Background: an optimization exercise with open tools, aiming at small area and a short achievable clock period. Do not read the settings as production practice.
Function was checked by simulation only, so behaviour that the tests miss may differ from the original.
The clock port is modelled as an ideal driver; clocking choices that lean on that would not hold on a real chip.

## flow/flow/run.sh

```bash
#!/bin/bash
# The standard ORFS layout with these changes:
#  - synthesis maps the logic with an area-oriented ABC script (flow/abc_area_map.script);
#    everything else in synthesis is synth_recipe.tcl unchanged;
#  - the port buffers are sky130_fd_sc_hd__buf_2 instead of the default delay buffer;
#  - the clock: before CTS, flow/manual_clk.tcl splits the registers into two groups by x
#    and drives each group from one clkbuf_8 at its centroid, fed by the clk port;
#    CTS then finds no net left to build a tree for;
#  - one tie cell drives all constant outputs (no tie fanout repair).
set -euo pipefail
here=$(pwd)
export SKIP_REPAIR_TIE_FANOUT=1
export BUFFER_PORTS_ARGS="-buffer_cell sky130_fd_sc_hd__buf_2"
export PRE_CTS_TCL=$here/flow/manual_clk.tcl
export MANUAL_CLK_BUF=sky130_fd_sc_hd__clkbuf_16
export MANUAL_CLK_GROUPS=1
export CTS_ARGS="-sink_clustering_enable -repair_clock_nets -dont_use_dummy_load -buf_list sky130_fd_sc_hd__clkbuf_8 -clk_nets clk"
export MY_ABC_SCRIPT=$here/flow/abc_area_map.script
export FLOW_SYNTH_TCL=$here/synth_recipe.tcl
sed "s#SYNTH_SCRIPT=[^ ]*#SYNTH_SCRIPT=$here/flow/synth.tcl#" standard.sh > own_standard.sh
bash own_standard.sh > standard.log 2>&1
```

## flow/flow/abc_area_map.script

```
strash
dch
amap
```

## flow/flow/manual_clk.tcl

```tcl
# Clock distribution for a design with a few dozen registers: the register clock
# pins are split into $::env(MANUAL_CLK_GROUPS) groups by x position, and each group
# is driven by one $::env(MANUAL_CLK_BUF) placed at the group's centroid, itself
# driven by the clk port. CTS then finds no net left to build a tree for.
set block [ord::get_db_block]
set clknet [$block findNet clk]
set master [[ord::get_db] findMaster $::env(MANUAL_CLK_BUF)]
set ngroups $::env(MANUAL_CLK_GROUPS)
set pins {}
foreach it [$clknet getITerms] {
  set bb [[$it getInst] getBBox]
  lappend pins [list [expr {([$bb xMin] + [$bb xMax]) / 2}] [expr {([$bb yMin] + [$bb yMax]) / 2}] $it]
}
set pins [lsort -integer -index 0 $pins]
set n [llength $pins]
for {set g 0} {$g < $ngroups} {incr g} {
  set lo [expr {$g * $n / $ngroups}]
  set hi [expr {($g + 1) * $n / $ngroups - 1}]
  set inst [odb::dbInst_create $block $master clkbuf_manual_$g]
  set net [odb::dbNet_create $block clknet_manual_$g]
  $net setSigType CLOCK
  set sx 0; set sy 0
  foreach p [lrange $pins $lo $hi] {
    lassign $p x y it
    set sx [expr {$sx + $x}]; set sy [expr {$sy + $y}]
    $it disconnect
    $it connect $net
  }
  set k [expr {$hi - $lo + 1}]
  [$inst findITerm A] connect $clknet
  [$inst findITerm X] connect $net
  $inst setLocation [expr {$sx / $k}] [expr {$sy / $k}]
  $inst setPlacementStatus PLACED
  puts "manual clock buffer $g ([$master getName]) drives $k clock pins"
}
```

## flow/flow/synth.tcl

```tcl
# The standard synthesis (synth_recipe.tcl), with only the final ABC mapping
# run from the script in $MY_ABC_SCRIPT (area-oriented mapping).
proc abc {args} {
  set i [lsearch -exact $args -script]
  if {$i >= 0 && [info exists ::env(MY_ABC_SCRIPT)]} {
    lset args [expr {$i + 1}] $::env(MY_ABC_SCRIPT)
  }
  yosys abc {*}$args
}
source $::env(FLOW_SYNTH_TCL)
```

## flow/standard.sh

```bash
#!/bin/bash
# synth_recipe.tcl (not shown) runs the flow's synth.tcl, then flattens the netlist and writes it again
# the make line also repeats each setting of config.mk as NAME=value (left out here)
make -C /OpenROAD-flow-scripts/flow DESIGN_CONFIG=/design/flow/config.mk WORK_HOME=/design/flow/orfs CLKGATE_MAP_FILE= SYNTH_SCRIPT=/design/flow/synth_recipe.tcl "${@:-finish}"
```

## flow/config.mk

```make
export PLATFORM = sky130hd
export DESIGN_NAME = zad4
export DESIGN_NICKNAME = zad4
export VERILOG_FILES = /design/flow/design.v
export SDC_FILE = /design/flow/constraint.sdc
export NUM_CORES = 4
export LEC_CHECK = 0
export ABC_AREA = 1
export CAP_MARGIN = 20
export CORE_MARGIN = 2
export CORE_UTILIZATION = 75
export SLEW_MARGIN = 20
export SYNTH_HIERARCHICAL = 1
```

## flow/constraint.sdc

```tcl
create_clock -name core_clock -period 18.0 [get_ports {clk}]
set_input_delay 3.6000 -clock core_clock [delete_from_list [all_inputs] [get_ports {clk}]]
set_output_delay 3.6000 -clock core_clock [all_outputs]
set_load 0.01 [all_outputs]
```

## flow/design.v

```verilog
module fa_cell(input a, input b, input c, output [1:0] y);
  assign y = {(a & b) | (c & (a ^ b)), a ^ b ^ c};
endmodule
module ha_cell(input a, input b, output [1:0] y);
  assign y = {a & b, a ^ b};
endmodule
module zad4
(input clk,
 input aclr,
 input [9:0] SW,
 output [0:6] HEX3, HEX2, HEX1, HEX0,
 output reg [7:0] LEDR);
  reg [7:0] A, B;
  reg [8:0] PL;     
  reg [8:0] PH;     
  always @(*)
    if (SW[9] && !SW[8]) LEDR = A;
    else if (SW[8] && !SW[9]) LEDR = B;
    else LEDR = 8'b00000000;
  wire [15:0] M;
  wire w1, w2, w3, w4, w5, w6, w7, w8, w9, w10, w11, w12, w13, w14, w15, w16, w17, w18, w19, w20, w21, w22, w23, w24, w25, w26, w27, w28, w29, w30, w31, w32, w33, w34, w35, w36, w37, w38, w39, w40, w41, w42, w43, w44, w45, w46, w47, w48, w49, w50, w51, w52, w53, w54, w55, w56, w57, w58, w59, w60, w61, w62, w63, w64, w65, w66, w67, w68, w69, w70, w71, w72, w73, w74, w75, w76, w77, w78, w79, w80, w81, w82, w83, w84, w85, w86, w87, w88, w89, w90, w91, w92, w93, w94, w95, w96, w97, w98, w99, w100, w101, w102, w103, w104, w105, w106, w107, w108, w109, w110, w111, w112;
  ha_cell add1 ((A[6] & B[0]), (A[5] & B[1]), {w2, w1});
  fa_cell add2 ((A[7] & B[0]), (A[6] & B[1]), (A[5] & B[2]), {w4, w3});
  ha_cell add3 ((A[4] & B[3]), (A[3] & B[4]), {w6, w5});
  fa_cell add4 ((A[7] & B[1]), (A[6] & B[2]), (A[5] & B[3]), {w8, w7});
  ha_cell add5 ((A[4] & B[4]), (A[3] & B[5]), {w10, w9});
  fa_cell add6 ((A[7] & B[2]), (A[6] & B[3]), (A[5] & B[4]), {w12, w11});
  ha_cell add7 ((A[4] & B[0]), (A[3] & B[1]), {w14, w13});
  fa_cell add8 ((A[5] & B[0]), (A[4] & B[1]), (A[3] & B[2]), {w16, w15});
  ha_cell add9 ((A[2] & B[3]), (A[1] & B[4]), {w18, w17});
  fa_cell add10 (w1, (A[4] & B[2]), (A[3] & B[3]), {w20, w19});
  fa_cell add11 ((A[2] & B[4]), (A[1] & B[5]), (A[0] & B[6]), {w22, w21});
  fa_cell add12 (w2, w3, w5, {w24, w23});
  fa_cell add13 ((A[2] & B[5]), (A[1] & B[6]), (A[0] & B[7]), {w26, w25});
  fa_cell add14 (w4, w6, w7, {w28, w27});
  fa_cell add15 (w9, (A[2] & B[6]), (A[1] & B[7]), {w30, w29});
  fa_cell add16 (w8, w10, w11, {w32, w31});
  fa_cell add17 ((A[4] & B[5]), (A[3] & B[6]), (A[2] & B[7]), {w34, w33});
  fa_cell add18 (w12, (A[7] & B[3]), (A[6] & B[4]), {w36, w35});
  fa_cell add19 ((A[5] & B[5]), (A[4] & B[6]), (A[3] & B[7]), {w38, w37});
  fa_cell add20 ((A[7] & B[4]), (A[6] & B[5]), (A[5] & B[6]), {w40, w39});
  ha_cell add21 ((A[3] & B[0]), (A[2] & B[1]), {w42, w41});
  fa_cell add22 (w13, (A[2] & B[2]), (A[1] & B[3]), {w44, w43});
  fa_cell add23 (w14, w15, w17, {w46, w45});
  fa_cell add24 (w16, w18, w19, {w48, w47});
  fa_cell add25 (w20, w22, w23, {w50, w49});
  fa_cell add26 (w24, w26, w27, {w52, w51});
  fa_cell add27 (w28, w30, w31, {w54, w53});
  fa_cell add28 (w32, w34, w35, {w56, w55});
  fa_cell add29 (w36, w38, w39, {w58, w57});
  fa_cell add30 (w40, (A[7] & B[5]), (A[6] & B[6]), {w60, w59});
  ha_cell add31 ((A[2] & B[0]), (A[1] & B[1]), {w62, w61});
  fa_cell add32 (w41, (A[1] & B[2]), (A[0] & B[3]), {w64, w63});
  fa_cell add33 (w42, w43, (A[0] & B[4]), {w66, w65});
  fa_cell add34 (w44, w45, (A[0] & B[5]), {w68, w67});
  fa_cell add35 (w46, w47, w21, {w70, w69});
  fa_cell add36 (w48, w49, w25, {w72, w71});
  fa_cell add37 (w50, w51, w29, {w74, w73});
  fa_cell add38 (w52, w53, w33, {w76, w75});
  fa_cell add39 (w54, w55, w37, {w78, w77});
  fa_cell add40 (w56, w57, (A[4] & B[7]), {w80, w79});
  fa_cell add41 (w58, w59, (A[5] & B[7]), {w82, w81});
  fa_cell add42 (w60, (A[7] & B[6]), (A[6] & B[7]), {w84, w83});
  ha_cell add43 ((A[1] & B[0]), (A[0] & B[1]), {w86, w85});
  fa_cell add44 (w61, (A[0] & B[2]), w86, {w88, w87});
  fa_cell add45 (w62, w63, w88, {w90, w89});
  fa_cell add46 (w64, w65, w90, {w92, w91});
  fa_cell add47 (w66, w67, w92, {w94, w93});
  fa_cell add48 (w68, w69, w94, {w96, w95});
  fa_cell add49 (w70, w71, w96, {w98, w97});
  fa_cell add50 (w72, w73, w98, {w100, w99});
  fa_cell add51 (w74, w75, w100, {w102, w101});
  fa_cell add52 (w76, w77, w102, {w104, w103});
  fa_cell add53 (w78, w79, w104, {w106, w105});
  fa_cell add54 (w80, w81, w106, {w108, w107});
  fa_cell add55 (w82, w83, w108, {w110, w109});
  fa_cell add56 (w84, (A[7] & B[7]), w110, {w112, w111});
  assign M = {w112, w111, w109, w107, w105, w103, w101, w99, w97, w95, w93, w91, w89, w87, w85, (A[0] & B[0])};
  function [3:0] dcell(input [3:0] x);
    dcell = {~((~x[1]) | (x[0] & x[2] & ~x[3]) | (~x[0] & x[3])),
             (x[1] & ~x[3]) | (~x[0] & ~x[1] & x[2]) | (x[0] & x[1]),
             (x[0] & ~x[3]) | (~x[0] & x[2]),
             ~((~x[0] & ~x[1]) | (~x[2]))};
  endfunction
  function [2:0] qbin(input [2:0] x);
    qbin = {(x[1] & ~x[2]),
            (x[2]),
            ~((~x[0]) | (x[1] & ~x[2]))};
  endfunction
  reg [11:0] hg;
  reg [3:0] h0, h1, h2;
  reg [8:0] hd;
  integer m;
  always @(*) begin
    hg = 12'd0;
    for (m = 15; m >= 9; m = m - 1) begin
      h0 = dcell(hg[3:0]);
      h1 = dcell(hg[7:4]);
      h2 = dcell(hg[11:8]);
      hg = {h2[3:1], h1[0], h1[3:1], h0[0], h0[3:1], M[m]};
    end
    hd = hg[8:0];
  end
  always @(posedge clk, negedge aclr)
    if (~aclr) begin
      A <= 8'd0; B <= 8'd0; PL <= 9'd0; PH <= 9'd0;
    end else begin
      if (SW[9]) A <= SW[7:0];
      if (SW[8]) B <= SW[7:0];
      PL <= M[8:0];
      PH <= hd;
    end
  reg [15:0] dg;
  reg [3:0] u0, u1, u2, u3;
  integer k;
  always @(*) begin
    dg = {7'd0, PH};
    for (k = 8; k >= 0; k = k - 1) begin
      u0 = dcell(dg[3:0]);
      u1 = dcell(dg[7:4]);
      u2 = dcell(dg[11:8]);
      u3 = dcell(dg[15:12]);
      dg = {u3[3:1], u2[0], u2[3:1], u1[0], u1[3:1], u0[0], u0[3:1], PL[k]};
    end
  end
  assign HEX0 = {3'b000, qbin(dg[3:1]), dg[0]};
  assign HEX1 = {3'b000, qbin(dg[7:5]), dg[4]};
  assign HEX2 = {3'b000, qbin(dg[11:9]), dg[8]};
  assign HEX3 = {3'b000, qbin(dg[15:13]), dg[12]};
endmodule
```

==> results of run 1 <==
per-module statistics from Yosys, one instance, submodules excluded:
module   flip-flops and latches  cells inside
fa_cell                       0             1
zad4                         34           424
ha_cell                       0             1
cell usage in the layout (no fill, tap or decap), drive strengths merged, types with 4 or more instances in the layout:
cell type  instances
nor2             138
clkinv            52
o21ai             48
fa                48
buf               35
dfrtp             34
o22ai             32
nand2             31
a21oi             16
o21a              11
o31ai              9
o21bai             9
ha                 9
o31a               7
or2                6
a31oi              5
a21boi             4
final cells by class:
| cell class | count | share of cell area |
|---|---|---|
| timing repair buffer | 35 | 0.0438 |
| buffer | 1 | 0.00626 |
| tap | 67 | 0.0210 |
| inverter | 52 | 0.0488 |
| multi-input combinational | 381 | 0.667 |
| sequential | 34 | 0.213 |
registers in the layout (all words and copies together), names as in the netlist:
register	flops
B	8
A	8
PL	9
PH	9
per-layer routing:
metal,GRT usage,share of wire,up-vias
li1,-,-,1667
met1,0.377,0.38,1621
met2,0.620,0.55,139
met3,0.0172,0.054,13
met4,0.0721,0.015,0
met5,0,0,-
through the flow:
stage,setup slack (ps),utilization,area [um^2],cells
after floorplan,10280,-,3810,480
after global placement,9940,0.825,3980,569
after detailed placement,9710,0.825,3980,569
after CTS,9690,0.830,4000,570
after global routing,9240,0.830,4000,570
final,9640,0.830,4000,570
worst max path at each step:
stage          start       to  slack, ps
2_1_floorplan  SW[9]  LEDR[0]      10280
4_1_cts         A[3]    PH[2]       9690
3_5_place_dp    A[3]    PH[2]       9710
5_1_grt         A[4]    PH[2]       9240
3_3_place_gp   SW[8]  LEDR[6]       9940
6_report        A[3]    PH[2]       9640
cells by family after synthesis:
| group | after synthesis | share of synthesized area |
|---|---|---|
| buf+inv | 65 | 0.0768 |
| fa+ha+maj | 57 | 0.281 |
| flops | 34 | 0.223 |
| other cells | 1 | 0.000983 |
| compound gates | 146 | 0.239 |
| simple gates | 177 | 0.179 |
critical path: cells and delay by family, from the launching register on:
kind / cells / cell delay, ps
simple gates: 2 / 390
flops: 1 / 350
compound gates: 6 / 1150
fa+ha+maj: 14 / 5800
buf+inv: 3 / 540
==> run_results.csv, run 1 <==
group,metric,value,unit
status,outcome,"finished clean",
timing,finClkSkew,3.41,ps
route,dr.pass1.iters,5,
floorplanning,die_h,75.3,um
synth,seq_area_frac_synth,0.223,
floorplanning,rows,25,
critical_path,startpoint_type,"register",
synth,synth_common_cells,"nor2_1 (138), clkinv_1 (52), fa_1 (48), o21ai_0 (48), dfrtp_1 (34)",
synth,synth-seq-cells,34,
timing,period_share,0.464,
synth,ys_types,24,
worst_hold_path,whs_endpoint,"A[7]",
route,vias_per_cell,6.04,
worst_hold_path,hp-start,"A[7]",
clock_tree,ctsResizeCount,0,
grt,grt_usage,0.315,
route,dr.first_iter.drc_count,161,
timing,rsz0062_at_grt,"false",
critical_path,rr_startpoint,"A[3]",
synth,yosys_warnings,7,
clock_tree,clk_latency,180,ps
place,gp_congestion,0.853,
synth,synth_top_cell_by_area,"fa_1",
synth,syn_area_per_cell,7.95,um^2
grt,grt_pass1_wl,13900,um
floorplanning,die_x,75.3,um
critical_path,arrival,8420,ps
critical_path,timing.rr.end,"PH[2]",
cells_and_area,regArea,851,um^2
synth,synthCells,480,
grt,grt_pass1_vias,3305,
cells_and_area,drive_above_1_share,0.0716,
timing,setup_viol,0,
critical_path,reg2reg_slack,9640,ps
route,drc,0,
route,postRouteAntennaNets,0,
critical_path,cp_slowest_cell,"fa_1",
critical_path,cp_slowest_stage_delay,580,ps
timing,tightest_slew,755,ps
floorplanning,start_util,0.792,
critical_path,critPathKind,"reg2reg",
clock_tree,hold_buffers,0,
grt,grt_overflow,0,
synth,synth-main-ff-cell,"dfrtp_1",
timing,max_freq,0.120,GHz
grt,grt_antenna_before_repair,0,
synth,yosysMostFrequentCell,"nor2_1",
synth,syn_nets,549,
timing,maxSlewViolCount,0,
route,vias,3440,
route,wl,8290,um
floorplanning,die_area,5670,um^2
synth,syn_area,3810,um^2
critical_path,endpoint_kind,"register",
synth,synth_enable_flop_cells,0,
cells_and_area,area_growth,4.89,%
clock_tree,post_cts_buffers,0,
timing,fin_hold_ws,707,ps
synth,synth_area_leaders,"fa_1 (25%), dfrtp_1 (22%), nor2_1 (14%)",
timing,finalHoldViolations,0,
clock_tree,clk_pin_slew,120,ps
timing,layout_min_cycle_time,8360,ps
route,wl_per_cell,14.6,um
place,hpwl,6550,um
worst_hold_path,holdPathStages,2,
critical_path,required,18060,ps
cells_and_area,multiInputGateArea,2670,um^2
worst_hold_path,hold_path.class,"reg2reg",
critical_path,crit_top_cell,"fa_1",
floorplanning,core,4820,um^2
floorplanning,pin_count,48,
synth,synth-async-reset-ratio,1.00,
job,drv_cap,0,
timing,fin_tns_setup,0,ps
grt,grt_max_degree,35,
cells_and_area,fill_cells,335,
synth,synth_top_area_share,0.252,
cells_and_area,nets,574,
timing,slew_headroom,0.497,
place,numPortBuffers,35,
cells_and_area,diodes,0,
critical_path,rr_worst_depth,25,
critical_path,path_max_fanout,10,
==> run 2: changes to the inputs <==
--- a/flow/flow/run.sh
+++ b/flow/flow/run.sh
@@ -4,11 +4,14 @@
 #    everything else in synthesis is synth_recipe.tcl unchanged;
 #  - the port buffers are sky130_fd_sc_hd__buf_2 instead of the default delay buffer;
-#  - the clock: before CTS, flow/manual_clk.tcl splits the registers into two groups by x
-#    and drives each group from one clkbuf_8 at its centroid, fed by the clk port;
-#    CTS then finds no net left to build a tree for;
+#  - the clock: before CTS, flow/manual_clk.tcl drives all registers' clock pins from one
+#    clkbuf_16 at their centroid, fed by the clk port; CTS then finds no net left to build;
 #  - one tie cell drives all constant outputs (no tie fanout repair).
 set -euo pipefail
 here=$(pwd)
 export SKIP_REPAIR_TIE_FANOUT=1
+export SETUP_SLACK_MARGIN=9.9
+export SETUP_MOVE_SEQUENCE=sizeup,swap
+export SKIP_GATE_CLONING=1
+export SKIP_LAST_GASP=1
 export BUFFER_PORTS_ARGS="-buffer_cell sky130_fd_sc_hd__buf_2"
 export PRE_CTS_TCL=$here/flow/manual_clk.tcl
--- a/flow/config.mk
+++ b/flow/config.mk
@@ -9,5 +9,5 @@
 export CAP_MARGIN = 20
 export CORE_MARGIN = 2
-export CORE_UTILIZATION = 75
+export CORE_UTILIZATION = 60
 export SLEW_MARGIN = 20
 export SYNTH_HIERARCHICAL = 1
==> run_results.csv, run 2 <==
group,metric,value,unit
floorplanning,die_h,83.7,um
floorplanning,start_util,0.611,
place,hpwl,5950,um
status,outcome,"finished clean",
timing,setup_viol,0,
grt,grt_antenna_before_repair,0,
critical_path,reg2reg_slack,10290,ps
timing,tightest_slew,716,ps
synth,synth_area_leaders,"fa_1 (25%), dfrtp_1 (22%), nor2_1 (14%)",
route,vias,3280,
worst_hold_path,hp-start,"B[0]",
route,drc,0,
timing,finalHoldViolations,0,
critical_path,critPathKind,"in2out",
critical_path,required,14400,ps
critical_path,critical-path-top-delay-family,"buffers and inverters",
timing,fin_tns_setup,0,ps
critical_path,startpoint_type,"input port",
synth,synth_top_cell_by_area,"fa_1",
route,wl,7440,um
critical_path,rr_startpoint,"A[2]",
floorplanning,pin_count,48,
route,dr.pass1.iters,4,
critical_path,cp_slowest_cell,"clkinvlp_4",
synth,syn_area,3810,um^2
grt,grt_pass1_wl,13400,um
place,gp_congestion,0.868,
floorplanning,die_x,83.7,um
critical_path,arrival,4460,ps
synth,synth-async-reset-ratio,1.00,
critical_path,timing.rr.end,"PH[2]",
critical_path,cp_slowest_stage_delay,240,ps
place,numPortBuffers,35,
timing,finClkSkew,3.41,ps
synth,synthCells,480,
timing,rsz0062_at_grt,"true",
timing,slew_headroom,0.522,
critical_path,rr_worst_depth,25,
critical_path,path_buf_inv,3,
worst_hold_path,whs_endpoint,"PL[0]",
route,wl_per_cell,12.8,um
clock_tree,clk_latency,180,ps
job,drv_cap,0,
grt,grt_pass1_vias,3218,
grt,grt_overflow,0,
route,postRouteAntennaNets,0,
cells_and_area,final_common_cell,"nor2_1",
critical_path,path_max_fanout,10,
route,vias_per_cell,5.66,
floorplanning,rows,29,
floorplanning,core,6240,um^2
critical_path,crit_top_cell,"buf_2",
critical_path,path_cells,"buf_2 -> clkinvlp_4 -> nand2_4 -> o22ai_1 -> buf_2",
synth,yosysMostFrequentCell,"nor2_1",
synth,synth_enable_flop_cells,0,
synth,synth-main-ff-cell,"dfrtp_1",
floorplanning,die_area,7010,um^2
synth,synth_common_cells,"nor2_1 (138), clkinv_1 (52), fa_1 (48), o21ai_0 (48), dfrtp_1 (34)",
cells_and_area,area_growth,8.46,%
timing,max_freq,0.124,GHz
synth,yosys_warnings,7,
worst_hold_path,hold_path.class,"reg2reg",
grt,grt_max_degree,35,
cells_and_area,fill_cells,531,
synth,syn_nets,549,
synth,seq_area_frac_synth,0.223,
clock_tree,clk_pin_slew,120,ps
cells_and_area,nets,574,
worst_hold_path,holdPathStages,2,
synth,synth_top_area_share,0.252,
critical_path,endpoint_kind,"output pin",
cells_and_area,layout_common_cells,"nor2_1 (128), fa_1 (48), clkinv_1 (43), dfrtp_1 (34), buf_2 (34)",
cells_and_area,diodes,0,
synth,syn_area_per_cell,7.95,um^2
grt,grt_usage,0.221,
timing,layout_min_cycle_time,8060,ps
cells_and_area,reg_top3,"PH (9), PL (9)",
cells_and_area,finish.utilization,0.663,
route,dr.first_iter.drc_count,74,
synth,synth-seq-cells,34,
timing,maxSlewViolCount,0,
synth,ys_types,24,
timing,period_share,0.448,
cells_and_area,drive_above_1_share,0.135,
## run 2: changes by cell type in the layout (fill, tap and decap cells not counted), moves of 4 or more
cell	previous run	this run
clkinv_1	52	43
o21ai_0	48	30
nor2_1	138	128
nor2_2	0	10
o21ai_1	0	17
o31ai_1	9	5
o31ai_2	0	4
clkinvlp_4	0	4
## run 2: metal layers
layer / GRT usage / part of all wire / vias to the layer above / wire length, um
met1: 0.287 / 0.43 / 1565 / 3190
met4: 0.0176 / 0.0070 / 0 / 52
met2: 0.428 / 0.53 / 54 / 3940
li1: - / - / 1659 / -
met3: 0.00890 / 0.033 / 2 / 247
met5: 0 / 0 / - / 0
## run 2: cell type report
type / count / area [um^2] / area share
plain buffers: 1 / 25.0 / 0.00605
well taps: 77 / 96.3 / 0.0233
repair buffers: 35 / 178 / 0.0430
inverters: 52 / 218 / 0.0526
multi-input cells: 381 / 2770 / 0.669
flip-flops and latches: 34 / 851 / 0.206
## run 2: repair_timing
item                       in CTS  in global routing
hold buffers                    0                  0
pin swaps                       0                  0
gates resized for setup         6                 51
setup endpoints to repair       9                 28
setup buffers                   0                  0
## run 2: metrics by stage
stage	instances	hold slack (ps)	worst slack, ps	area, um^2
finish	580	613	9940	4140
CTS	580	608	9930	4020
global route	580	641	9850	4140
global placement	579	658	9940	3990
detailed placement	579	663	9840	3990
floorplan	480	564	10280	3810
## run 2: worst max-delay path by stage
| stage | from | end | slack, ps | depth (start not counted) |
|---|---|---|---|---|
| 2_1_floorplan | SW[9] | LEDR[0] | 10280 | 3 |
| 3_3_place_gp | SW[8] | LEDR[0] | 9940 | 5 |
| 3_5_place_dp | B[1] | PH[2] | 9840 | 25 |
| 4_1_cts | SW[8] | LEDR[0] | 9930 | 5 |
| 5_1_grt | PH[0] | HEX2[5] | 9850 | 22 |
| 6_report | SW[8] | LEDR[0] | 9940 | 5 |
## run 2: per-module statistics from Yosys (local to each module, per instance)
module,cells inside,area (um^2),flops+latches
ha_cell,1,12.5,0
fa_cell,1,20.0,0
zad4,424,2750,34
## run 2: kinds of logic after synthesis
kind of cell | share of synthesized area
and+or+nand+nor | 0.179
DFF | 0.223
adders and majority gates | 0.281
other | 0.000983
AOI/OAI and AO/OA | 0.239
buffers and inverters | 0.0768
## run 2: worst register-to-register path: stages, from the launching register on
cell,delay [ps]
dfrtp_1,390
clkinvlp_4,230
nor2_2,180
ha_1,260
fa_1,500
fa_1,430
fa_1,400
fa_1,410
fa_1,400
fa_1,400
fa_1,400
fa_1,390
fa_1,390
fa_1,380
fa_1,390
fa_1,390
fa_1,460
nor2_1,160
clkinv_1,110
o21ai_2,140
clkinv_1,100
o22ai_2,140
o21ai_0,130
o21bai_1,190
o21ai_1,170
o31ai_1,90
==> run 3: changes to the inputs <==
--- a/flow/flow/run.sh
+++ b/flow/flow/run.sh
@@ -10,5 +10,5 @@
 here=$(pwd)
 export SKIP_REPAIR_TIE_FANOUT=1
-export SETUP_SLACK_MARGIN=9.9
+export SETUP_SLACK_MARGIN=10.1
 export SETUP_MOVE_SEQUENCE=sizeup,swap
 export SKIP_GATE_CLONING=1
==> run_results.csv, run 3 <==
group,metric,value,unit
route,vias_per_cell,5.74,
timing,setup_viol,0,
cells_and_area,layout_common_cells,"nor2_1 (123), fa_1 (46), clkinv_1 (36), dfrtp_1 (34), buf_2 (33)",
synth,synth_top_area_share,0.252,
critical_path,endpoint_kind,"output pin",
timing,tightest_slew,714,ps
timing,period_share,0.436,
synth,syn_area_per_cell,7.95,um^2
place,numPortBuffers,35,
place,post-place-ws,9840,ps
cells_and_area,drive_above_1_share,0.197,
floorplanning,pin_count,48,
timing,setup_ws,10140,ps
route,dr.first_iter.drc_count,60,
cells_and_area,final_area,4240,um^2
route,drc,0,
critical_path,startpoint_type,"input port",
synth,synth-seq-cells,34,
clock_tree,clk_pin_slew,120,ps
place,dpl.cell_count,579,
worst_hold_path,hold_path.class,"reg2reg",
cells_and_area,final_common_cell,"nor2_1",
synth,synth_top_cell_by_area,"fa_1",
floorplanning,start_util,0.611,
synth,synth_common_cells,"nor2_1 (138), clkinv_1 (52), fa_1 (48), o21ai_0 (48), dfrtp_1 (34)",
synth,synth-async-reset-ratio,1.00,
timing,max_freq,0.127,GHz
grt,grt_antenna_before_repair,0,
route,wl_per_cell,13.0,um
timing,finClkSkew,3.42,ps
timing,rsz0062_at_grt,"true",
cells_and_area,regArea,851,um^2
timing,layout_min_cycle_time,7860,ps
synth,syn_area,3810,um^2
cells_and_area,nets,574,
clock_tree,clk_latency,180,ps
cells_and_area,fill_cells,525,
grt,grt_overflow,0,
synth,synth_enable_flop_cells,0,
critical_path,reg2reg_slack,10500,ps
critical_path,required,14400,ps
route,vias,3328,
timing,finalHoldViolations,0,
floorplanning,core,6240,um^2
timing,fin_tns_setup,0,ps
job,drv_cap,0,
timing,maxSlewViolCount,0,
place,gp_congestion,0.868,
synth,ys_types,24,
grt,grt_pass1_wl,13400,um
synth,synth-main-ff-cell,"dfrtp_1",
status,outcome,"finished clean",
critical_path,path_buf_inv,3,
route,wl,7560,um
critical_path,cp_slowest_stage_delay,160,ps
synth,syn_nets,549,
timing,slew_headroom,0.524,
floorplanning,die_x,83.7,um
floorplanning,die_h,83.7,um
cells_and_area,multiInputGateArea,2860,um^2
synth,yosys_warnings,7,
grt,grt_max_degree,35,
synth,yosysMostFrequentCell,"nor2_1",
place,hpwl,5950,um
critical_path,path_cells,"buf_4 -> clkinv_4 -> nand2_2 -> o22ai_1 -> buf_2",
cells_and_area,layout.cells.non_filler,580,
critical_path,path_max_fanout,10,
critical_path,critPathKind,"in2out",
synth,synth_area_leaders,"fa_1 (25%), dfrtp_1 (22%), nor2_1 (14%)",
cells_and_area,finish.utilization,0.679,
grt,grt_usage,0.223,
cells_and_area,diodes,0,
critical_path,arrival,4260,ps
synth,seq_area_frac_synth,0.223,
floorplanning,die_area,7010,um^2
cells_and_area,reg_top3,"PH (9), PL (9)",
route,dr.pass1.iters,4,
critical_path,critical-path-top-delay-family,"buffers and inverters",
floorplanning,rows,29,
grt,grt_pass1_vias,3226,
clock_tree,post_cts_buffers,0,
clock_tree,hold_buffers,0,
critical_path,cp_slowest_cell,"buf_4",
route,postRouteAntennaNets,0,
place,dpl-instance-area,3990,um^2
synth,synthCells,480,
cells_and_area,area_growth,11.2,%
==> run 3: cell counts after synthesis <==
No cell type changed its count.
==> run 3: final timing paths <==
kind / startpoint / end / cells after the start
worst max-delay path: SW[8] / LEDR[0] / 5
worst min-delay path: B[0] / PL[0] / 2
worst max register to register: A[4] / PH[2] / 25
worst min register to register: B[0] / PL[0] / 2
max in group asynchronous: aclr / PH[7] / 1
min in group asynchronous: aclr / A[0] / 1
==> run 3: worst min-delay path, cell delays in order, from the launching register on <==
cell	delay, ps
dfrtp_1	390
clkinv_2	130
nor2_1	60
==> run 3: routing by layer <==
layer / vias to the layer above / GRT usage / share of wire
met5: - / 0 / 0
met2: 71 / 0.429 / 0.54
met1: 1587 / 0.285 / 0.41
met4: 0 / 0.0249 / 0.011
li1: 1666 / - / -
met3: 4 / 0.0109 / 0.040
==> run 3: area by class of cell <==
cell class / count / area share
timing repair buffer: 35 / 0.0425
buffer: 1 / 0.00590
inverter: 52 / 0.0534
tap: 77 / 0.0227
sequential: 34 / 0.201
multi-input combinational: 381 / 0.675
==> run 3: per-module statistics from Yosys, one instance, submodules excluded <==
| module | copies in the design | cells | area, um^2 | flops+latches |
|---|---|---|---|---|
| zad4 | 1 | 424 | 2750 | 34 |
| fa_cell | 48 | 1 | 20.0 | 0 |
| ha_cell | 8 | 1 | 12.5 | 0 |
==> run 3: cell families (layout without fill, tap and decap cells) <==
logic type,Yosys count,count (layout),share of synthesized area
AOI/OAI and AO/OA,146,146,0.239
DFF,34,34,0.223
and+or+nand+nor,177,177,0.179
buffers and inverters,65,88,0.0768
adders and majority gates,57,57,0.281
other,1,1,0.000983
==> run 3: stage by stage <==
stage	hold slack [ps]
6_report	611
5_1_grt	641
4_1_cts	608
3_5_place_dp	663
3_3_place_gp	658
2_1_floorplan	564
==> run 3: timing repair <==
item,CTS,global route
gates resized for setup,14,87
cloned,0,0
endpoints found under the setup margin,12,29
pin swaps,0,7
==> run 4: changes to the inputs <==
--- a/flow/flow/run.sh
+++ b/flow/flow/run.sh
@@ -10,8 +10,4 @@
 here=$(pwd)
 export SKIP_REPAIR_TIE_FANOUT=1
-export SETUP_SLACK_MARGIN=10.1
-export SETUP_MOVE_SEQUENCE=sizeup,swap
-export SKIP_GATE_CLONING=1
-export SKIP_LAST_GASP=1
 export BUFFER_PORTS_ARGS="-buffer_cell sky130_fd_sc_hd__buf_2"
 export PRE_CTS_TCL=$here/flow/manual_clk.tcl
--- a/flow/config.mk
+++ b/flow/config.mk
@@ -10,4 +10,5 @@
 export CORE_MARGIN = 2
 export CORE_UTILIZATION = 60
+export GPL_TIMING_DRIVEN = 1
 export SLEW_MARGIN = 20
 export SYNTH_HIERARCHICAL = 1
==> run_results.csv, run 4 <==
group,metric,value,unit
grt,grt_max_degree,35,
grt,grt_pass1_wl,13400,um
clock_tree,ctsResizeCount,0,
worst_hold_path,hold_path.class,"reg2reg",
timing,finClkSkew,2.56,ps
cells_and_area,diodes,0,
floorplanning,start_util,0.611,
synth,synthCells,480,
place,hpwl,5950,um
cells_and_area,multiInputGateArea,2670,um^2
critical_path,endpoint_kind,"output pin",
synth,syn_area_per_cell,7.95,um^2
grt,grt_antenna_before_repair,0,
timing,maxSlewViolCount,0,
clock_tree,hold_buffers,0,
synth,synth_common_cells,"nor2_1 (138), clkinv_1 (52), fa_1 (48), o21ai_0 (48), dfrtp_1 (34)",
floorplanning,core,6240,um^2
route,postRouteAntennaNets,0,
cells_and_area,nets,574,
synth,synth-main-ff-cell,"dfrtp_1",
grt,grt_overflow,0,
synth,synthAdderAreaFrac,0.281,
cells_and_area,regArea,851,um^2
clock_tree,clk_latency,180,ps
grt,grt_pass1_vias,3218,
synth,seq_area_frac_synth,0.223,
grt,grt_usage,0.221,
route,drc,0,
synth,syn_area,3810,um^2
timing,finalHoldViolations,0,
route,wl_per_cell,12.6,um
critical_path,critPathKind,"in2out",
synth,synth_compound_area_frac,0.239,
timing,setup_viol,0,
status,outcome,"finished clean",
timing,slew_headroom,0.521,
synth,syn_nets,549,
critical_path,startpoint_type,"input port",
place,gp_congestion,0.868,
route,wl,7320,um
synth,synth_top_area_share,0.252,
critical_path,path_max_fanout,10,
timing,max_freq,0.123,GHz
synth,yosys.area_share.xor_xnor,0,
synth,yosysMostFrequentCell,"nor2_1",
synth,synth_mux_area_frac,0,
job,drv_cap,0,
floorplanning,rows,29,
synth,ys_types,24,
route,dr.pass1.iters,4,
synth,synth_enable_flop_cells,0,
cells_and_area,area_growth,5.22,%
timing,fin_hold_ws,671,ps
synth,synth_top_cell_by_area,"fa_1",
floorplanning,die_area,7010,um^2
floorplanning,die_x,83.7,um
cells_and_area,final_common_cell,"nor2_1",
route,vias,3285,
cells_and_area,layout_common_cells,"nor2_1 (138), clkinv_1 (52), o21ai_0 (48), fa_1 (48), buf_2 (35)",
timing,rsz0062_at_grt,"false",
timing,tightest_slew,718,ps
floorplanning,pin_count,48,
timing,fin_tns_setup,0,ps
synth,synth-seq-cells,34,
cells_and_area,reg_top3,"PH (9), PL (9)",
timing,layout_min_cycle_time,8150,ps
critical_path,arrival,4550,ps
synth,synth-simple-area-share,0.179,
synth,yosys_warnings,7,
cells_and_area,fill_cells,547,
synth,synth_top_family_by_area,"adder cells",
synth,synth_area_leaders,"fa_1 (25%), dfrtp_1 (22%), nor2_1 (14%)",
route,vias_per_cell,5.66,
synth,synth-async-reset-ratio,1.00,
timing,period_share,0.453,
place,numPortBuffers,35,
clock_tree,post_cts_buffers,0,
critical_path,required,14400,ps
floorplanning,die_h,83.7,um
cells_and_area,drive_above_1_share,0.0716,
route,dr.first_iter.drc_count,72,
clock_tree,clk_pin_slew,120,ps
## run 4: cell counts after synthesis
Identical to the previous run, type by type.
## run 4: per-module statistics from Yosys, one instance, submodules excluded
module	flip-flops and latches	copies in the design
ha_cell	0	8
fa_cell	0	48
zad4	34	1
## run 4: stage by stage
step	cell area, um^2	util	setup slack (ps)	instances
after global routing	4010	0.643	9370	580
final	4010	0.643	9850	580
after floorplan	3810	-	10280	480
after CTS	4010	0.643	9860	580
after detailed placement	3990	0.639	9840	579
after global placement	3990	0.639	9940	579
## run 4: final timing paths
check | start | endpoint | slack [ps] | depth (start not counted)
max | SW[8] | LEDR[0] | 9850 | 5
min | B[0] | PL[0] | 670 | 2
max reg2reg | A[3] | PH[2] | 9870 | 25
min reg2reg | B[0] | PL[0] | 670 | 2
max in group asynchronous | aclr | PH[7] | 14080 | 1
min in group asynchronous | aclr | A[1] | 3460 | 1
## run 4: kinds of logic (layout without fill, tap and decap cells)
family | Yosys count | in the layout
fa+ha+maj | 57 | 57
flops | 34 | 34
compound gates | 146 | 146
buf+inv | 65 | 88
simple gates | 177 | 177
other cells | 1 | 1
## run 4: per-layer routing
| layer | track usage | part of all wire |
|---|---|---|
| met5 | 0 | 0 |
| met4 | 0.0176 | 0.0071 |
| met3 | 0.00890 | 0.035 |
| met2 | 0.428 | 0.52 |
| met1 | 0.287 | 0.44 |
## run 4: area by class of cell
type,count,share of cell area
plain buffers,1,0.00624
inverters,52,0.0486
repair buffers,35,0.0437
multi-input cells,381,0.665
flip-flops and latches,34,0.212
well taps,77,0.0240
## run 4: worst max-delay path, cell delays in order
cell and delay (ps):
buf_2 180, clkinv_1 240, nand2_1 280, o22ai_1 110, buf_2 150
==> run 5: changes to the inputs <==
--- a/flow/config.mk
+++ b/flow/config.mk
@@ -10,5 +10,5 @@
 export CORE_MARGIN = 2
 export CORE_UTILIZATION = 60
-export GPL_TIMING_DRIVEN = 1
+export PLACE_DENSITY = 0.85
 export SLEW_MARGIN = 20
 export SYNTH_HIERARCHICAL = 1
==> run_results.csv, run 5 <==
group,metric,value,unit
critical_path,critical-path-top-delay-family,"buffers and inverters",
cells_and_area,drive_above_1_share,0.0716,
critical_path,cp_slowest_stage_delay,290,ps
critical_path,required,14400,ps
critical_path,cp_slowest_cell,"nand2_1",
synth,synth_enable_flop_cells,0,
synth,synth_area_leaders,"fa_1 (25%), dfrtp_1 (22%), nor2_1 (14%)",
place,hpwl,5880,um
route,dr.first_iter.drc_count,130,
synth,synth_common_cells,"nor2_1 (138), clkinv_1 (52), fa_1 (48), o21ai_0 (48), dfrtp_1 (34)",
cells_and_area,layout_common_cells,"nor2_1 (138), clkinv_1 (52), o21ai_0 (48), fa_1 (48), buf_2 (35)",
grt,grt_antenna_before_repair,0,
timing,tightest_slew,742,ps
critical_path,path_cells,"buf_2 -> clkinv_1 -> nand2_1 -> o22ai_1 -> buf_2",
timing,finClkSkew,4.67,ps
cells_and_area,final_common_cell,"nor2_1",
timing,finalHoldViolations,0,
timing,slew_headroom,0.505,
critical_path,crit_top_cell,"buf_2",
synth,synth_top_cell_by_area,"fa_1",
critical_path,endpoint_kind,"output pin",
place,numPortBuffers,35,
synth,ys_types,24,
route,wl,7270,um
clock_tree,clk_pin_slew,120,ps
floorplanning,die_area,7010,um^2
floorplanning,core,6240,um^2
synth,syn_nets,549,
synth,synthCells,480,
floorplanning,rows,29,
synth,seq_area_frac_synth,0.223,
timing,max_freq,0.122,GHz
route,dr.pass1.iters,5,
critical_path,path_buf_inv,3,
cells_and_area,diodes,0,
job,drv_cap,0,
floorplanning,die_h,83.7,um
floorplanning,start_util,0.611,
cells_and_area,finish.utilization,0.643,
critical_path,critPathKind,"in2out",
synth,yosysMostFrequentCell,"nor2_1",
synth,synth-main-ff-cell,"dfrtp_1",
grt,grt_max_degree,35,
status,outcome,"finished clean",
timing,fin_tns_setup,0,ps
synth,synth-seq-cells,34,
synth,synth_top_area_share,0.252,
place,gp_congestion,0.873,
synth,yosys_warnings,7,
timing,layout_min_cycle_time,8210,ps
synth,syn_area_per_cell,7.95,um^2
route,vias_per_cell,5.75,
clock_tree,clk_latency,180,ps
timing,rsz0062_at_grt,"false",
clock_tree,post_cts_buffers,0,
critical_path,path_max_fanout,10,
timing,period_share,0.456,
synth,syn_area,3810,um^2
timing,maxSlewViolCount,0,
grt,grt_pass1_vias,3236,
route,vias,3334,
cells_and_area,reg_top3,"PH (9), PL (9)",
grt,grt_pass1_wl,13400,um
timing,setup_viol,0,
clock_tree,hold_buffers,0,
grt,grt_overflow,0,
critical_path,arrival,4610,ps
worst_hold_path,hold_path.class,"reg2reg",
route,wl_per_cell,12.5,um
grt,grt_usage,0.223,
cells_and_area,area_growth,5.22,%
synth,synth-async-reset-ratio,1.00,
floorplanning,pin_count,48,
route,postRouteAntennaNets,0,
floorplanning,die_x,83.7,um
route,drc,0,
clock_tree,ctsResizeCount,0,
critical_path,startpoint_type,"input port",
cells_and_area,nets,574,
==> run 5: cell counts after synthesis <==
Identical to the previous run, type by type.
==> run 5: final cells by class <==
type	instances	area (um^2)
Buffer	1	25.0
Fill cell	524	2230
Tap cell	77	96.3
Multi-Input combinational cell	381	2670
Sequential cell	34	851
Timing Repair Buffer	35	175
Inverter	52	195
==> run 5: per-module statistics from Yosys, one instance, submodules excluded <==
module	copies in the design	cells inside	cell area, um^2
ha_cell	8	1	12.5
fa_cell	48	1	20.0
zad4	1	424	2750
==> run 5: layer usage <==
layer / vias to the layer above / GRT usage / routed length, um
met5: - / 0 / 0
met1: 1568 / 0.296 / 3010
met2: 94 / 0.420 / 3840
met3: 8 / 0.0129 / 340
li1: 1664 / - / -
met4: 0 / 0.0220 / 75
==> run 5: logic make-up (layout without fill, tap and decap cells) <==
group	count (synthesis)	count (layout)	synth area share
other cells	1	1	0.000983
compound gates	146	146	0.239
buf+inv	65	88	0.0768
fa+ha+maj	57	57	0.281
flops	34	34	0.223
simple gates	177	177	0.179
==> run 5: worst register-to-register path, cell delays in order (launching register included) <==
cell      delay (ps)
dfrtp_1          360
clkinv_1         270
nor2_1           190
ha_1             270
fa_1             560
fa_1             440
fa_1             410
fa_1             390
fa_1             380
fa_1             390
fa_1             390
fa_1             390
fa_1             400
fa_1             400
fa_1             390
fa_1             390
fa_1             450
nor2_1           170
clkinv_1          90
o21ai_0          250
clkinv_1         140
o22ai_1          220
o21ai_0          160
o21bai_1         190
o21ai_0          210
o31ai_1          110
==> run 5: metrics by stage <==
step / area [um^2] / worst slack, ps / std cells / hold WS [ps]
6_report: 4010 / 9790 / 580 / 663
5_1_grt: 4010 / 9350 / 580 / 690
4_1_cts: 4010 / 9840 / 580 / 636
3_5_place_dp: 3990 / 9840 / 579 / 633
3_3_place_gp: 3990 / 9930 / 579 / 633
2_1_floorplan: 3810 / 10280 / 480 / 564
==> run 5: final timing paths <==
path | startpoint | endpoint | slack (ps) | cells after the start
min in group asynchronous | aclr | B[7] | 3460 | 1
max in group asynchronous | aclr | PH[8] | 14060 | 1
worst min register to register | B[0] | PL[0] | 660 | 2
worst max-delay path | SW[9] | LEDR[4] | 9790 | 5
worst max register to register | A[3] | PH[2] | 9860 | 25
worst min-delay path | B[0] | PL[0] | 660 | 2
==> run 6: changes to the inputs <==
--- a/flow/config.mk
+++ b/flow/config.mk
@@ -10,5 +10,4 @@
 export CORE_MARGIN = 2
 export CORE_UTILIZATION = 60
-export PLACE_DENSITY = 0.85
 export SLEW_MARGIN = 20
 export SYNTH_HIERARCHICAL = 1
==> run_results.csv, run 6 <==
group,metric,value,unit
cells_and_area,layout_common_cells,"nor2_1 (138), clkinv_1 (52), o21ai_0 (48), fa_1 (48), buf_2 (35)",
timing,fin_tns_setup,0,ps
timing,slew_headroom,0.521,
grt,grt_overflow,0,
clock_tree,clk_latency,180,ps
cells_and_area,drive_above_1_share,0.0716,
timing,max_freq,0.123,GHz
critical_path,path_max_fanout,10,
job,drv_cap,0,
clock_tree,ctsResizeCount,0,
floorplanning,die_h,83.7,um
worst_hold_path,hold_path.class,"reg2reg",
floorplanning,core,6240,um^2
synth,ys_types,24,
synth,synth_enable_flop_cells,0,
grt,grt_pass1_vias,3218,
clock_tree,clk_pin_slew,120,ps
synth,syn_area,3810,um^2
route,vias_per_cell,5.66,
floorplanning,rows,29,
place,hpwl,5950,um
synth,synth_top_cell_by_area,"fa_1",
timing,finClkSkew,2.56,ps
route,vias,3285,
clock_tree,post_cts_buffers,0,
cells_and_area,regArea,851,um^2
critical_path,arrival,4550,ps
grt,grt_antenna_before_repair,0,
critical_path,cp_slowest_cell,"nand2_1",
critical_path,cp_slowest_stage_delay,280,ps
worst_hold_path,hp-start,"B[0]",
synth,synth_top_area_share,0.252,
cells_and_area,fill_cells,547,
cells_and_area,multiInputGateArea,2670,um^2
synth,yosys_warnings,7,
place,dpl.cell_count,579,
critical_path,rr_worst_depth,25,
synth,yosysMostFrequentCell,"nor2_1",
route,dr.pass1.iters,4,
route,drc,0,
timing,tightest_slew,718,ps
cells_and_area,diodes,0,
timing,period_share,0.453,
timing,rsz0062_at_grt,"false",
synth,synth_common_cells,"nor2_1 (138), clkinv_1 (52), fa_1 (48), o21ai_0 (48), dfrtp_1 (34)",
synth,syn_area_per_cell,7.95,um^2
synth,synth-seq-cells,34,
critical_path,path_cells,"buf_2 -> clkinv_1 -> nand2_1 -> o22ai_1 -> buf_2",
synth,synthCells,480,
critical_path,reg2reg_slack,9870,ps
floorplanning,die_area,7010,um^2
route,wl,7320,um
critical_path,rr_startpoint,"A[3]",
place,gp_congestion,0.868,
critical_path,crit_top_cell,"buf_2",
cells_and_area,reg_top3,"PH (9), PL (9)",
floorplanning,start_util,0.611,
grt,grt_pass1_wl,13400,um
synth,seq_area_frac_synth,0.223,
timing,maxSlewViolCount,0,
synth,synth-main-ff-cell,"dfrtp_1",
critical_path,startpoint_type,"input port",
worst_hold_path,whs_endpoint,"PL[0]",
timing,setup_ws,9850,ps
critical_path,required,14400,ps
timing,fin_hold_ws,671,ps
cells_and_area,final_area,4010,um^2
route,postRouteAntennaNets,0,
worst_hold_path,holdPathStages,2,
route,dr.first_iter.drc_count,72,
status,outcome,"finished clean",
place,dpl-instance-area,3990,um^2
cells_and_area,layout.cells.non_filler,580,
synth,syn_nets,549,
critical_path,endpoint_kind,"output pin",
clock_tree,hold_buffers,0,
timing,setup_viol,0,
critical_path,crit_path_start,"SW[8]",
place,post-place-ws,9840,ps
floorplanning,die_x,83.7,um
timing,finalHoldViolations,0,
place,numPortBuffers,35,
timing,layout_min_cycle_time,8150,ps
critical_path,critPathKind,"in2out",
grt,grt_max_degree,35,
cells_and_area,finish.utilization,0.643,
synth,synth-async-reset-ratio,1.00,
cells_and_area,area_growth,5.22,%
floorplanning,pin_count,48,
cells_and_area,nets,574,
cells_and_area,final_common_cell,"nor2_1",
grt,grt_usage,0.221,
synth,synth_area_leaders,"fa_1 (25%), dfrtp_1 (22%), nor2_1 (14%)",
route,wl_per_cell,12.6,um
critical_path,timing.rr.end,"PH[2]",
run 6: cell counts after synthesis:
No cell type changed its count.
run 6: per-module statistics from Yosys, one instance, submodules excluded:
module   cell area, um^2  flops+latches
zad4                2750             34
fa_cell             20.0              0
ha_cell             12.5              0
run 6: logic make-up (layout without fill, tap and decap cells):
logic type,count (synthesis),in the layout,share of synthesized area
and+or+nand+nor,177,177,0.179
AOI/OAI and AO/OA,146,146,0.239
buffers and inverters,65,88,0.0768
adders and majority gates,57,57,0.281
DFF,34,34,0.223
other,1,1,0.000983
run 6: per-layer routing:
| layer | part of all wire | GRT usage |
|---|---|---|
| met1 | 0.44 | 0.287 |
| met2 | 0.52 | 0.428 |
| met3 | 0.035 | 0.00890 |
| met4 | 0.0071 | 0.0176 |
| met5 | 0 | 0 |
run 6: worst max-delay path by stage:
stage               endpoint  slack, ps
floorplan            LEDR[0]      10280
global placement     LEDR[0]       9940
detailed placement     PH[2]       9840
CTS                    PH[2]       9860
global route           PH[2]       9370
finish               LEDR[0]       9850
run 6: worst max-delay path: cells and delay by family:
kind,cells,cell delay (ps)
and+or+nand+nor,1,280
buffers and inverters,3,570
AOI/OAI and AO/OA,1,110
run 6: area by class of cell:
cell class / instances / share of cell area
multi-input combinational: 381 / 0.665
sequential: 34 / 0.212
inverter: 52 / 0.0486
timing repair buffer: 35 / 0.0437
tap: 77 / 0.0240
buffer: 1 / 0.00624
==> run 7: changes to the inputs <==
--- a/flow/design.v
+++ b/flow/design.v
@@ -12,6 +12,6 @@
  output reg [7:0] LEDR);
   reg [7:0] A, B;
-  reg [8:0] PL;     
-  reg [8:0] PH;     
+  reg [9:0] PL;     
+  reg [6:0] PH;     
   always @(*)
     if (SW[9] && !SW[8]) LEDR = A;
@@ -88,26 +88,25 @@
             ~((~x[0]) | (x[1] & ~x[2]))};
   endfunction
-  reg [11:0] hg;
-  reg [3:0] h0, h1, h2;
-  reg [8:0] hd;
+  reg [7:0] hg;
+  reg [3:0] h0, h1;
+  reg [6:0] hd;
   integer m;
   always @(*) begin
-    hg = 12'd0;
-    for (m = 15; m >= 9; m = m - 1) begin
+    hg = 8'd0;
+    for (m = 15; m >= 10; m = m - 1) begin
       h0 = dcell(hg[3:0]);
       h1 = dcell(hg[7:4]);
-      h2 = dcell(hg[11:8]);
-      hg = {h2[3:1], h1[0], h1[3:1], h0[0], h0[3:1], M[m]};
+      hg = {h1[3:1], h0[0], h0[3:1], M[m]};
     end
-    hd = hg[8:0];
+    hd = hg[6:0];
   end
   always @(posedge clk, negedge aclr)
     if (~aclr) begin
-      A <= 8'd0; B <= 8'd0; PL <= 9'd0; PH <= 9'd0;
+      A <= 8'd0; B <= 8'd0; PL <= 10'd0; PH <= 7'd0;
     end else begin
       if (SW[9]) A <= SW[7:0];
       if (SW[8]) B <= SW[7:0];
-      PL <= M[8:0];
-      PH <= hd;
+      PL <= M[9:0];
+      PH <= {hd[6:4], hd[3:0]};
     end
   reg [15:0] dg;
@@ -115,6 +114,6 @@
   integer k;
   always @(*) begin
-    dg = {7'd0, PH};
-    for (k = 8; k >= 0; k = k - 1) begin
+    dg = {8'd0, PH[6], PH};
+    for (k = 9; k >= 0; k = k - 1) begin
       u0 = dcell(dg[3:0]);
       u1 = dcell(dg[7:4]);
--- a/flow/flow/run.sh
+++ b/flow/flow/run.sh
@@ -4,6 +4,7 @@
 #    everything else in synthesis is synth_recipe.tcl unchanged;
 #  - the port buffers are sky130_fd_sc_hd__buf_2 instead of the default delay buffer;
-#  - the clock: before CTS, flow/manual_clk.tcl drives all registers' clock pins from one
-#    clkbuf_16 at their centroid, fed by the clk port; CTS then finds no net left to build;
+#  - the clock: before CTS, flow/manual_clk.tcl splits the registers into two groups by x
+#    and drives each group from one clkbuf_8 at its centroid, fed by the clk port;
+#    CTS then finds no net left to build a tree for;
 #  - one tie cell drives all constant outputs (no tie fanout repair).
 set -euo pipefail
==> run_results.csv, run 7 <==
group,metric,value,unit
synth,synth_enable_flop_cells,0,
timing,setup_viol,0,
cells_and_area,fill_cells,536,
synth,yosys_warnings,7,
cells_and_area,reg_top3,"PL (10), A (8), B (8)",
place,hpwl,5960,um
floorplanning,rows,28,
floorplanning,pin_count,48,
grt,grt_pass1_vias,3139,
critical_path,crit_top_cell,"buf_2",
route,wl,7400,um
timing,max_freq,0.122,GHz
grt,grt_pass1_wl,13100,um
synth,synth_area_leaders,"fa_1 (25%), dfrtp_1 (22%), nor2_1 (13%)",
cells_and_area,layout_common_cells,"nor2_1 (135), clkinv_1 (51), fa_1 (48), o21ai_0 (45), buf_2 (35)",
cells_and_area,largest_reg_flops,10,
floorplanning,die_h,83.5,um
timing,slew_headroom,0.537,
synth,synth-seq-cells,33,
timing,finClkSkew,8.44,ps
cells_and_area,regArea,826,um^2
route,dr.pass1.iters,4,
synth,syn_nets,550,
synth,synth-async-reset-ratio,1.00,
route,postRouteAntennaNets,0,
critical_path,path_cells,"buf_2 -> clkinv_1 -> nand2_1 -> o22ai_1 -> buf_2",
job,drv_cap,0,
timing,rsz0062_at_grt,"false",
cells_and_area,area_growth,5.17,%
grt,grt_usage,0.219,
clock_tree,ctsResizeCount,0,
clock_tree,post_cts_buffers,0,
synth,synth_top_cell_by_area,"fa_1",
critical_path,rr_worst_depth,22,
timing,finalHoldViolations,0,
floorplanning,core,6030,um^2
synth,synth_top_area_share,0.253,
critical_path,cp_slowest_stage_delay,300,ps
critical_path,critPathKind,"in2out",
synth,synth-main-ff-cell,"dfrtp_1",
critical_path,endpoint_kind,"output pin",
synth,syn_area_per_cell,7.93,um^2
cells_and_area,nets,575,
cells_and_area,drive_above_1_share,0.0717,
worst_hold_path,hold_path.class,"reg2reg",
critical_path,path_max_fanout,10,
timing,fin_tns_setup,0,ps
status,outcome,"finished clean",
floorplanning,start_util,0.630,
route,wl_per_cell,12.8,um
timing,layout_min_cycle_time,8200,ps
route,drc,0,
cells_and_area,diodes,0,
synth,synthCells,479,
critical_path,crit_end,"LEDR[1]",
synth,yosysMostFrequentCell,"nor2_1",
critical_path,required,14400,ps
grt,grt_antenna_before_repair,0,
synth,synth_common_cells,"nor2_1 (135), clkinv_1 (51), fa_1 (48)",
place,post-place-ws,9860,ps
critical_path,crit_path_start,"SW[8]",
floorplanning,die_x,83.5,um
synth,ys_types,28,
route,vias_per_cell,5.70,
place,numPortBuffers,35,
grt,grt_overflow,0,
critical_path,rr_startpoint,"A[4]",
critical_path,reg2reg_slack,10410,ps
timing,period_share,0.456,
cells_and_area,regMostFlops,"PL",
clock_tree,hold_buffers,0,
cells_and_area,finish.utilization,0.663,
clock_tree,clk_pin_slew,120,ps
floorplanning,die_area,6980,um^2
cells_and_area,final_area,3990,um^2
synth,syn_area,3800,um^2
clock_tree,clk_latency,180,ps
place,gp_congestion,0.861,
grt,grt_max_degree,34,
timing,tightest_slew,694,ps
synth,seq_area_frac_synth,0.218,
critical_path,timing.rr.end,"PH[3]",
cells_and_area,multiInputGateArea,2680,um^2
route,vias,3289,
timing,setup_ws,9800,ps
critical_path,arrival,4600,ps
cells_and_area,final_common_cell,"nor2_1",
place,dpl-instance-area,3970,um^2
route,dr.first_iter.drc_count,94,
timing,maxSlewViolCount,0,
critical_path,startpoint_type,"input port",
critical_path,cp_slowest_cell,"nand2_1",
## run 7: cell count changes in the layout (fill, tap and decap cells not counted), sizes merged, moves of 2 or more
| cell | delta |
|---|---|
| o21a | +3 |
| ha | +2 |
| nor2b | +2 |
| o31ai | -2 |
| o21ai | -3 |
| nor2 | -3 |
| a21oi | +7 |
| o31a | -2 |
| o22ai | -2 |
| a31oi | +2 |
| a21boi | -3 |
| o21bai | -2 |
## run 7: through the flow
step,hold slack [ps],instances
2_1_floorplan,565,479
3_3_place_gp,663,576
3_5_place_dp,665,576
4_1_cts,665,577
5_1_grt,721,577
6_report,681,577
## run 7: worst min path at each step
stage / end / startpoint / cells after the start / slack, ps
finish: PL[0] / B[0] / 2 / 680
global route: PL[0] / B[0] / 2 / 720
CTS: PL[0] / A[0] / 2 / 670
detailed placement: PL[0] / A[0] / 2 / 670
global placement: PL[0] / A[0] / 2 / 660
floorplan: PL[0] / A[0] / 2 / 560
## run 7: per-layer routing
layer,vias up,share of wire,GRT usage
met5,-,0,0
met4,0,0.010,0.0367
met3,6,0.053,0.0168
met2,67,0.51,0.419
met1,1554,0.43,0.275
li1,1662,-,-
## run 7: logic make-up after synthesis
group / Yosys count / synth area share
simple gates: 177 / 0.182
compound gates: 145 / 0.234
buf+inv: 64 / 0.0761
fa+ha+maj: 59 / 0.289
flops: 33 / 0.218
other cells: 1 / 0.000988
## run 7: worst max-delay path: cells and delay by family
family	cells	cell delay, ps
AOI/OAI and AO/OA	1	110
buffers and inverters	3	590
and+or+nand+nor	1	300
## run 7: final cells by class
type,count,share of cell area
buffer,1,0.00627
multi-input combinational,382,0.672
timing repair buffer,35,0.0439
inverter,51,0.0479
sequential,33,0.207
tap,75,0.0235
## run 7: per-module statistics from Yosys, one instance, submodules excluded
| module | flip-flops and latches | cell area, um^2 | cells |
|---|---|---|---|
| ha_cell | 0 | 12.5 | 1 |
| fa_cell | 0 | 20.0 | 1 |
| zad4 | 33 | 2740 | 423 |

## afterwards: timing with drivers on the ports
How much do the figures lean on ideal ports? The routed layouts below were timed once more, with nothing changed but the port constraints.
Step 1 (the two cells are an assumption about what drives the block):
set clk [get_ports {clk}]
set_driving_cell -lib_cell sky130_fd_sc_hd__clkbuf_16 $clk
set_driving_cell -lib_cell sky130_fd_sc_hd__buf_2 [delete_from_list [all_inputs] $clk]
Step 2 times the ports against the registers' clock, not the clock port: input delays grow and output delays shrink by t, the midpoint of the rising clock arrivals with the driver on.
Three values: no drivers, after step 1, after step 2; two values: the first two.
run | shift t [ns] | setup WS [ns] | clock arrival spread, ns
run 1 | 0.212 | 9.645 / 9.645 / 9.645 | 0.004 / 0.004
run 2 | 0.211 | 9.940 / 9.912 / 9.912 | 0.004 / 0.004
run 3 | 0.210 | 10.143 / 10.111 / 10.111 | 0.004 / 0.004
run 4 | 0.211 | 9.847 / 9.819 / 9.819 | 0.003 / 0.003
run 5 | 0.207 | 9.786 / 9.766 / 9.766 | 0.005 / 0.005
run 6 | 0.211 | 9.847 / 9.819 / 9.819 | 0.003 / 0.003
run 7 | 0.204 | 9.796 / 9.772 / 9.772 | 0.009 / 0.009
After both steps setup and hold are still met in every run listed. For run 3, which loses most, drivers alone change the setup slack by -0.032 ns; drivers and shift together by -0.032 ns.
